This design comes from an exercise in tuning for small area on the open sky130 flow, not from production work.
The RTL was checked by simulation tests, not by an equivalence proof against the original design.
Power is estimated from default activity; no workload was simulated.

==> run E <==
// riscv_core
module riscv_core(
    input  logic        clk,
    input  logic        reset,           
    output logic [31:0] imem_addr,
    input  logic [31:0] imem_rdata,
    output logic [31:0] dmem_addr,
    output logic        dmem_re,
    input  logic [31:0] dmem_rdata,
    output logic        dmem_we,
    output logic [31:0] dmem_wdata,
    output logic        wb_en,
    output logic [4:0]  wb_addr,
    output logic [31:0] wb_data
);
logic [31:0] ins;
assign ins = imem_rdata;
logic [2:0] f3;
logic [4:0] rs1, rs2, rd;
assign f3  = ins[14:12];
assign rs1 = ins[19:15];
assign rs2 = ins[24:20];
assign rd  = ins[11:7];
logic is_r, is_i, is_ld, is_st, is_jal;
assign is_r   = ins[6:0] == 7'b0110011;
assign is_i   = ins[6:0] == 7'b0010011;
assign is_ld  = ins[6:0] == 7'b0000011;
assign is_st  = ins[6:0] == 7'b0100011;
assign is_jal = ins[6:0] == 7'b1101111;
logic [31:1] pc, pc4;
logic [31:0] sum;
pc_inc inc (.pc(pc), .pc4(pc4));
logic [31:1] pc_next;
for (genvar i = 1; i < 32; i++) begin : g_pc
    mux2a m (.a0(pc4[i]), .a1(sum[i]), .s(is_jal), .sn(!is_jal), .y(pc_next[i]));
end
always_ff @(posedge clk or posedge reset) begin
    if (reset) pc <= '0;
    else       pc <= pc_next;
end
assign imem_addr = {pc, 1'b0};
logic [31:0] rf [1:31];
logic [31:1] vld;
logic [31:1] wsel;
logic [3:0] wlo;
logic [7:0] whi;
logic [31:1] wseln;
always_comb begin
    for (int i = 0; i < 4; i++) wlo[i] = rd[1:0] == i;
    for (int i = 0; i < 8; i++) whi[i] = wb_en && rd[4:2] == i;
    for (int i = 1; i < 32; i++) begin
        wsel[i]  = wlo[i % 4] && whi[i / 4];
        wseln[i] = !(wlo[i % 4] && whi[i / 4]);
    end
end
logic [31:0] rf_d [1:31];
for (genvar i = 1; i < 32; i++) begin : g_rf
    for (genvar k = 0; k < 32; k++) begin : g_bit
        rf_hold h (.q(rf[i][k]), .w(wsel[i]), .wn(wseln[i]), .d(wb_data[k]), .y(rf_d[i][k]));
  ...
Settings: LEC_CHECK=0, CAP_MARGIN=20, CORE_MARGIN=2, CORE_UTILIZATION=55, PLACE_DENSITY=0.7, SETUP_SLACK_MARGIN=0.5, SLEW_MARGIN=20, SYNTH_HIERARCHICAL=1; clock period 16.0 ns.
standard.sh (not shown) runs the stock make flow with config.mk's settings and CLKGATE_MAP_FILE= SYNTH_SCRIPT=/design/flow/synth_recipe.tcl, a recipe that flattens the netlist after the stock synthesis.
==> flow/flow/run.sh <==
#!/bin/bash
# The standard layout (standard.sh) with these changes, made through the
# ORFS variables it reads: the port buffers are the smallest buffer cell
# (buf_1); before global placement the drivers of nets with many loads get
# a stronger cell of the same function, and in global placement and the
# resize step the resizer buffers nets with buf_1 and buf_2 only
# (flow/place.tcl, flow/smallbuf.tcl); clock tree synthesis uses clusters of
# up to 30 sinks and adds no dummy loads. The full make output goes to
# standard.log; ORFS writes each step's log under orfs/logs/.
set -euo pipefail
export BUFFER_PORTS_ARGS="-buffer_cell sky130_fd_sc_hd__buf_1"
export PRE_GLOBAL_PLACE_TCL="$PWD/flow/place.tcl"
export PRE_RESIZE_TCL="$PWD/flow/smallbuf.tcl"
export CTS_ARGS="-sink_clustering_enable -repair_clock_nets -dont_use_dummy_load -buf_list sky130_fd_sc_hd__clkbuf_16 -sink_clustering_size 30 -sink_clustering_max_diameter 80"
bash standard.sh > standard.log 2>&1
Other scripts of this flow, unchanged in this note and not shown: flow/flow/cells.tcl, flow/flow/place.tcl, flow/flow/smallbuf.tcl
==> inputs of run C, as changes to run E <==
--- a/flow/design.v
+++ b/flow/design.v
@@ -1,8 +1,8 @@
-module mux2n(input logic a0, input logic a1, input logic s, input logic sn, output logic y);
-assign y = ~((s | a0) & (sn | a1));
+module mux2n(input logic a0, input logic a1, input logic s, output logic y);
+assign y = ~(s ? a1 : a0);
 endmodule
 module alu(
     input  logic [31:0] a,
     input  logic [31:0] b,
     input  logic        sub,
     input  logic [2:0]  f3,
@@ -35,22 +35,22 @@
 assign slt  = (a[31] ^ b[31]) ? a[31] : sum[31];
 logic left, fill;
 assign left = !f3[2];
 assign fill = arith && !left && a[31];
 logic [31:0] d [0:5];
 for (genvar k = 0; k < 32; k++) begin : rev
-    mux2n m (.a0(a[k]), .a1(a[31 - k]), .s(left), .sn(!left), .y(d[0][k]));
+    mux2n m (.a0(a[k]), .a1(a[31 - k]), .s(left), .y(d[0][k]));
 end
 for (genvar j = 0; j < 5; j++) begin : st
     logic fp;
     assign fp = (j % 2 == 0) ? !fill : fill;    
     for (genvar k = 0; k < 32; k++) begin : b_
         if (k + (1 << j) < 32) begin : in_
-            mux2n m (.a0(d[j][k]), .a1(d[j][k + (1 << j)]), .s(b[j]), .sn(!b[j]), .y(d[j+1][k]));
+            mux2n m (.a0(d[j][k]), .a1(d[j][k + (1 << j)]), .s(b[j]), .y(d[j+1][k]));
         end else begin : fl
-            mux2n m (.a0(d[j][k]), .a1(fp), .s(b[j]), .sn(!b[j]), .y(d[j+1][k]));
+            mux2n m (.a0(d[j][k]), .a1(fp), .s(b[j]), .y(d[j+1][k]));
         end
     end
 end
 logic [31:0] shr, shl;
 assign shr = d[5];
 always_comb for (int k = 0; k < 32; k++) shl[k] = shr[31 - k];
@@ -60,18 +60,12 @@
 endmodule
 module rf_hold(
     input  logic q, w, wn, d,
     output logic y
 );
 assign y = (w & d) | (wn & q);
-endmodule
-module mux2a(
-    input  logic a0, a1, s, sn,
-    output logic y
-);
-assign y = (s & a1) | (sn & a0);
 endmodule
 module ao222n(
     input  logic a0, b0, a1, b1, a2, b2,
     output logic y
 );
 assign y = ~((a0 & b0) | (a1 & b1) | (a2 & b2));
@@ -203,19 +197,15 @@
 assign is_ld  = ins[6:0] == 7'b0000011;
 assign is_st  = ins[6:0] == 7'b0100011;
 assign is_jal = ins[6:0] == 7'b1101111;
 logic [31:1] pc, pc4;
 logic [31:0] sum;
 pc_inc inc (.pc(pc), .pc4(pc4));
-logic [31:1] pc_next;
-for (genvar i = 1; i < 32; i++) begin : g_pc
-    mux2a m (.a0(pc4[i]), .a1(sum[i]), .s(is_jal), .sn(!is_jal), .y(pc_next[i]));
-end
 always_ff @(posedge clk or posedge reset) begin
     if (reset) pc <= '0;
-    else       pc <= pc_next;
+    else       pc <= is_jal ? sum[31:1] : pc4;
 end
 assign imem_addr = {pc, 1'b0};
 logic [31:0] rf [1:31];
 logic [31:1] vld;
 logic [31:1] wsel;
 logic [3:0] wlo;
==> flow/config.mk (replaced) <==
export PLATFORM = sky130hd
export DESIGN_NAME = riscv_core
export DESIGN_NICKNAME = riscv_core
export VERILOG_FILES = /design/flow/design.v
export SDC_FILE = /design/flow/constraint.sdc
export NUM_CORES = 8
export LEC_CHECK = 0
export CAP_MARGIN = 0
export CORE_MARGIN = 2
export CORE_UTILIZATION = 55
export PLACE_DENSITY = 0.7
export SETUP_SLACK_MARGIN = 0.2
export SLEW_MARGIN = 0
export SYNTH_HIERARCHICAL = 1
==> comparison table <==
Outcome: run C complete, no violations; run E complete, no violations
CLK BUF: run C 49; run E 45
First-pass GRT wire length: run C 323,000 um; run E 339,000 um
Worst-case setup margin in the final layout: run C 1.14 ns; run E 0.566 ns
Least-Margin Pin Slew: run C 1.38 ns; run E 1.19 ns
Met3 demand-to-capacity share in global routing: run C 17.3%; run E 21.8%
Hold slack final: run C 0.505 ns; run E 0.490 ns
Detailed-routing wirelength on met1: run C 81,400 um; run E 81,700 um
Wire per inst: run C 42.2 um; run E 44.9 um
GR met2 Demand/Resource: run C 69.2%; run E 72.0%
Slowest stage cell on the critical path: run C and3_2; run E a211oi_4
Share of cell area taken by flip-flops and latches: run C 42.2%; run E 43.0%
Number of nets in the final layout: run C 4,482; run E 4,474
Net Sw Frac: run C 32.6%; run E 33.4%
Worst Hold Path EP: run C rf[8][21]; run E vld[8]
Worst-case register-to-register setup slack: run C 7.00 ns; run E 6.80 ns
Max Fanout on Critical Path: run C 26; run E 32
Clock group power: run C 0.00141 W; run E 0.00135 W
Post-layout util: run C 60.5%; run E 60.4%
Area of combinational cells with multiple inputs: run C 0.0253 mm^2; run E 0.0245 mm^2

==> what the ideal ports hide <==
In the flow no input, the clock included, has a driving cell. The finished layouts below were timed again as built, in two steps. Step 1 sets driving cells, clkbuf_16 on the clock port and buf_2 on the other inputs (assumed; they add their load-dependent delay and slew). Step 2 times the ports against the registers' clock, not the clock port: input delays grow and output delays shrink by t, the midpoint of the rising clock arrivals with the driver on. Three values: no drivers, after step 1, after step 2; two values: the first two.
run | t (ns) | setup WS [ns] | worst setup path at the end | worst data-port slew with drivers (ns)
run E | 0.705 | 0.566 / 0.449 / 0.449 | input to output | 0.11
run C | 0.706 | 1.144 / 1.120 / 1.120 | input to output | 0.11
After both steps every run listed still meets setup and hold. The setup slack of run E, which loses most, moves by -0.117 ns with the drivers and by -0.117 ns with both steps.
